This is an optimization exercise on Yosys and OpenROAD, whose aim is small area, not a production implementation. Only simulation tests tie the RTL to the original design; equivalence was not proved. Power is estimated from default activity; no workload was simulated.

## aurora_rx_lane
module aurora_rx_lane (
    input  wire        rst_n_i,
    input  wire        clk_rx_i,
    input  wire [1:0]  serdes_data_i,
    input  wire [1:0]  serdes_valid_i,
    input  wire        serdes_lock_i,
    input  wire        inv_rx_data,
    output wire [63:0] rx_data_o,
    output wire [1:0]  rx_header_o,
    output wire        rx_valid_o,
    output wire [7:0]  rx_stat_o
);
For scale: roughly 660 cells after synthesis, roughly 310 flip-flops, about 83 I/O pins, roughly 0.011 mm² of cells after synthesis.
clock: 5.0 ns
lec_check: 0
cap_margin: 20
core_margin: 2
core_utilization: 65
slew_margin: 20
standard.sh (not shown) runs the stock make flow with config.mk's settings and CLKGATE_MAP_FILE= SYNTH_SCRIPT=/design/flow/synth_recipe.tcl, a recipe that flattens the netlist after the stock synthesis.
==> flow/flow/run.sh <==
#!/bin/bash
# Own flow: the standard layout (standard.sh), with three changes made through
# ORFS's own variables: the port buffers are sky130_fd_sc_hd__buf_1; the constant
# outputs keep synthesis's single tie cell (no tie fanout repair); and the clock
# tree uses clkbuf_8 buffers with larger sink clusters and no dummy loads.
# Each ORFS step logs to orfs/logs/; make's output goes to flow_make.log.
set -euo pipefail
export SKIP_REPAIR_TIE_FANOUT=1
export BUFFER_PORTS_ARGS="-buffer_cell sky130_fd_sc_hd__buf_1"
export CTS_ARGS="-sink_clustering_enable -repair_clock_nets -buf_list sky130_fd_sc_hd__clkbuf_8 -sink_clustering_size 20 -sink_clustering_max_diameter 60 -dont_use_dummy_load"
bash standard.sh > flow_make.log 2>&1
The first run passed the timing, design-rule and antenna checks.
Rerun with:
==> flow/flow/run.sh (replaced) <==
#!/bin/bash
# Own flow: the standard layout (standard.sh), with two changes made through
# ORFS's own variables: the port buffers are sky130_fd_sc_hd__buf_1, and the
# clock tree uses smaller clock buffers with larger sink clusters and no dummy
# loads. Each ORFS step logs to orfs/logs/; make's output goes to flow_make.log.
set -euo pipefail
export BUFFER_PORTS_ARGS="-buffer_cell sky130_fd_sc_hd__buf_1"
export CTS_ARGS="-sink_clustering_enable -repair_clock_nets -buf_list sky130_fd_sc_hd__clkbuf_8 -sink_clustering_size ${CTS_SIZE:-20} -sink_clustering_max_diameter ${CTS_DIAM:-80} -dont_use_dummy_load"
bash standard.sh > flow_make.log 2>&1
Result: The new run finished with timing, DRC and antenna clean. Cell count is higher by 0.42%. Worst setup slack degrades by 0.024 ns. Fmax fell by 0.86%. Critical path depth does not change. Clock skew went down by 0.016 ns. Cell area stays flat.
Rerun with:
--- a/flow/flow/run.sh
+++ b/flow/flow/run.sh
@@ -8 +8 @@
-export CTS_ARGS="-sink_clustering_enable -repair_clock_nets -buf_list sky130_fd_sc_hd__clkbuf_8 -sink_clustering_size ${CTS_SIZE:-20} -sink_clustering_max_diameter ${CTS_DIAM:-80} -dont_use_dummy_load"
+export CTS_ARGS="-sink_clustering_enable -repair_clock_nets -buf_list sky130_fd_sc_hd__clkbuf_8 -sink_clustering_size ${CTS_SIZE:-22} -sink_clustering_max_diameter ${CTS_DIAM:-60} -dont_use_dummy_load"
What happened: Final area is unchanged; die area is unchanged; worst setup slack barely changes; clock-buffer cell count is unchanged; sequential cell count does not change; routed wire length is about the same; sequential share of layout area stays the same; clock skew rises by 0.039 ns; non-clock buffer count does not change.


## job 103
The RTL this note starts from:
==> flow/design.v <==
module aurora_rx_lane (
    input  wire        rst_n_i,
    input  wire        clk_rx_i,
    input  wire [1:0]  serdes_data_i,
    input  wire [1:0]  serdes_valid_i,
    input  wire        serdes_lock_i,
    input  wire        inv_rx_data,
    output wire [63:0] rx_data_o,
    output wire [1:0]  rx_header_o,
    output wire        rx_valid_o,
    output wire [7:0]  rx_stat_o
);
    reg  [32:0] sd_shift;
    reg  [5:0]  sd_cnt;
    reg         serdes_slip;
    wire em = (sd_cnt == 6'd31) || (sd_cnt == 6'd32);    
    always @(posedge clk_rx_i) begin
        if (serdes_valid_i == 2'b01)
            sd_shift <= {sd_shift[31:0], serdes_data_i[0]};
        else if (serdes_valid_i == 2'b11)
            sd_shift <= {sd_shift[30:0], serdes_data_i[0], serdes_data_i[1]};
    end
    always @(posedge clk_rx_i or negedge rst_n_i) begin
        if (!rst_n_i) begin
            sd_cnt <= 6'd0;
        end else begin
            if (serdes_valid_i == 2'b01)
                sd_cnt <= sd_cnt + 6'd1;
            else if (serdes_valid_i == 2'b11)
                sd_cnt <= sd_cnt + 6'd2;
            if (sd_cnt == 6'd31)
                sd_cnt <= (serdes_valid_i == 2'b11) ? 6'd1 : 6'd0;
            else if (sd_cnt == 6'd32)
                sd_cnt <= (serdes_valid_i == 2'b11) ? 6'd2 : 6'd1;
            if (serdes_slip)
                sd_cnt <= sd_cnt;
        end
    end
    reg  [32:0] wr;       
    reg         wsh;
    reg         winv;
    reg         act;      
    reg  [4:0]  q;        
    wire first = act && (q[3:0] == 4'd15);     
    wire evw   = act && (q == 5'd31);          
    always @(posedge clk_rx_i) begin
        if (em) begin
            wr  <= sd_shift;
            wsh <= (sd_cnt == 6'd32);
        end else begin
            wr  <= {wr[30:0], 2'b00};
        end
        if (first)
            winv <= inv_rx_data;
    end
    always @(posedge clk_rx_i or negedge rst_n_i) begin
        if (!rst_n_i) begin
            act <= 1'b0;
            q   <= 5'd15;
        end else begin
            if (act) begin
                q <= q + 5'd1;
                if (q[3:0] == 4'd14)
                    act <= 1'b0;
            end
            if (em)
                act <= 1'b1;
        end
    end
    wire       pinv = first ? inv_rx_data : winv;
    wire [1:0] pair = (wsh ? wr[32:31] : wr[31:30]) ^ {pinv, pinv};
    reg [129:0] sw;
    always @(posedge clk_rx_i) begin
        if (act)
            sw[129:30] <= sw[127:28];
    end
    always @(posedge clk_rx_i or negedge rst_n_i) begin
        if (!rst_n_i)
            sw[29:28] <= 2'b00;
        else if (act)
            sw[29:28] <= sw[27:26];
    end
    always @(posedge clk_rx_i) begin
        if (act)
            sw[27:0] <= {sw[25:0], pair};
    end
    reg  [5:0] gcnt;
    reg        g_valid;
    reg        gearbox_slip;
    always @(posedge clk_rx_i or negedge rst_n_i) begin
        if (!rst_n_i) begin
            gcnt    <= 6'd0;
            g_valid <= 1'b0;
        end else begin
            g_valid <= 1'b0;
            if (evw) begin
                if (gearbox_slip) begin
                    g_valid <= 1'b1;
                end else if (gcnt == 6'd32) begin
                    gcnt    <= 6'd0;
                end else begin
                    gcnt    <= gcnt + 6'd1;
                    g_valid <= 1'b1;
                end
            end
        end
    end
    reg  [1:0] hdr;
    reg        h1, h2, h3;
    wire       hcap = act && (q == gcnt[4:0]);
    always @(posedge clk_rx_i or negedge rst_n_i) begin
        if (!rst_n_i)
            hdr <= 2'b00;
        else if (hcap)
            hdr <= sw[65:64];
    end
    always @(posedge clk_rx_i) begin
        if (act) begin
            h1 <= hcap;
            h2 <= h1;
            h3 <= h2;
        end
    end
    wire ld = act && h3;
    reg  [65:0] outr;
    integer i;
    always @(posedge clk_rx_i) begin
        if (ld) begin
            outr[65:64] <= sw[71:70];
            for (i = 0; i < 64; i = i + 1)
                outr[63-i] <= sw[69-i] ^ sw[(i >= 39) ? (108-i) : (110-i)]
                                      ^ sw[(i >= 58) ? (127-i) : (129-i)];
        end
    end
    reg  [5:0] sync_cnt;
    reg        slip_cnt;
    reg  [4:0] valid_cnt;
    reg        dlv_prev;
    reg        vflag;
    reg  [1:0] stat;
    wire sync32 = (sync_cnt == 6'd32);
    always @(posedge clk_rx_i or negedge rst_n_i) begin
        if (!rst_n_i) begin
            sync_cnt     <= 6'd0;
            slip_cnt     <= 1'b0;
            serdes_slip  <= 1'b0;
            valid_cnt    <= 5'd0;
            gearbox_slip <= 1'b0;
            dlv_prev     <= 1'b0;
            vflag        <= 1'b0;
            stat         <= 2'b00;
        end else begin
            serdes_slip <= 1'b0;
            if (q == 5'd3)
                vflag <= 1'b0;
            if (g_valid) begin
                gearbox_slip <= 1'b0;
                dlv_prev     <= sync32;
                vflag        <= sync32 & dlv_prev;
                if (valid_cnt != 5'd16)
                    valid_cnt <= valid_cnt + 5'd1;
                if (hdr[1] ^ hdr[0]) begin
                    if (!sync32)
                        sync_cnt <= sync_cnt + 6'd1;
                end else if (valid_cnt == 5'd16) begin
                    sync_cnt <= 6'd0;
                    if (slip_cnt) begin
                        gearbox_slip <= 1'b1;
                        slip_cnt     <= 1'b0;
                    end else begin
                        serdes_slip <= 1'b1;
                        slip_cnt    <= 1'b1;
                    end
                    valid_cnt <= 5'd0;
                end
            end
            stat <= {sync32, serdes_lock_i};
        end
    end
    assign rx_data_o   = outr[63:0];
    assign rx_header_o = outr[65:64];
    assign rx_valid_o  = vflag & (q == 5'd3);
    assign rx_stat_o   = {6'd0, stat};
endmodule
Settings: LEC_CHECK=0, CAP_MARGIN=20, CORE_MARGIN=2, CORE_UTILIZATION=65, CTS_BUF_LIST=sky130_fd_sc_hd__clkbuf_16 sky130_fd_sc_hd__clkbuf_4, CTS_CLUSTER_DIAMETER=60, CTS_CLUSTER_SIZE=12, SLEW_MARGIN=20; clock period 5.0 ns.
run.sh (not shown) runs the stock make flow with config.mk's settings and CLKGATE_MAP_FILE= SYNTH_SCRIPT=/design/flow/synth_recipe.tcl, a recipe that flattens the netlist after the stock synthesis.
Stock flow here: none of the scripts above is used.
For job 104, these inputs were changed with respect to job 103:
Settings: a change of CTS_BUF_LIST from sky130_fd_sc_hd__clkbuf_16 sky130_fd_sc_hd__clkbuf_4 to sky130_fd_sc_hd__clkbuf_8; a deleted CTS_CLUSTER_DIAMETER that had been 60; a change of CTS_CLUSTER_SIZE from 12 to 20.
### Flow results
Clock-buffer cell count, job 104 and job 103, higher one = job 104. Compared with job 103, in job 104 fraction of layout cells with a size suffix above 1 has remained practically unchanged; post-route standard cell area excluding fillers has remained practically unchanged; relative contribution of the clock network to total power has decreased; net switching share of the total power has increased. [job 104] shortest clock period the worst path allows after layout rose 22 ps relative to job 103. Detailed-route wire length on metal 1, job 104 vs job 103: up slightly.

[static timing again, ports no longer ideal]
The results above use ideal ports. As a check the final layouts listed here were re-extracted and re-timed, cells and wires unchanged.
Step 1 sets driving cells, clkbuf_16 on the clock port and buf_2 on the other inputs (assumed; they add their load-dependent delay and slew).
Step 2 times the ports against the registers' clock, not the clock port: input delays grow and output delays shrink by t, the midpoint of the rising clock arrivals with the driver on.
Slacks: no drivers / after step 1 / after step 2; pairs: no drivers / after step 1.
run	shift t [ns]	slack for setup (ns)	worst setup path at the end	worst data-port slew with drivers (ns)
the first run of note 1	0.546	2.285 / 2.243 / 2.352	register to register	0.03
the second run of note 1	0.546	2.262 / 2.222 / 2.428	register to register	0.04
the third run of note 1	0.539	2.260 / 2.219 / 2.448	register to register	0.04
job 103	0.572	1.911 / 1.869 / 2.001	input to register	0.05
job 104	0.571	1.889 / 1.852 / 1.996	input to register	0.05
After both steps every run listed still meets setup and hold.
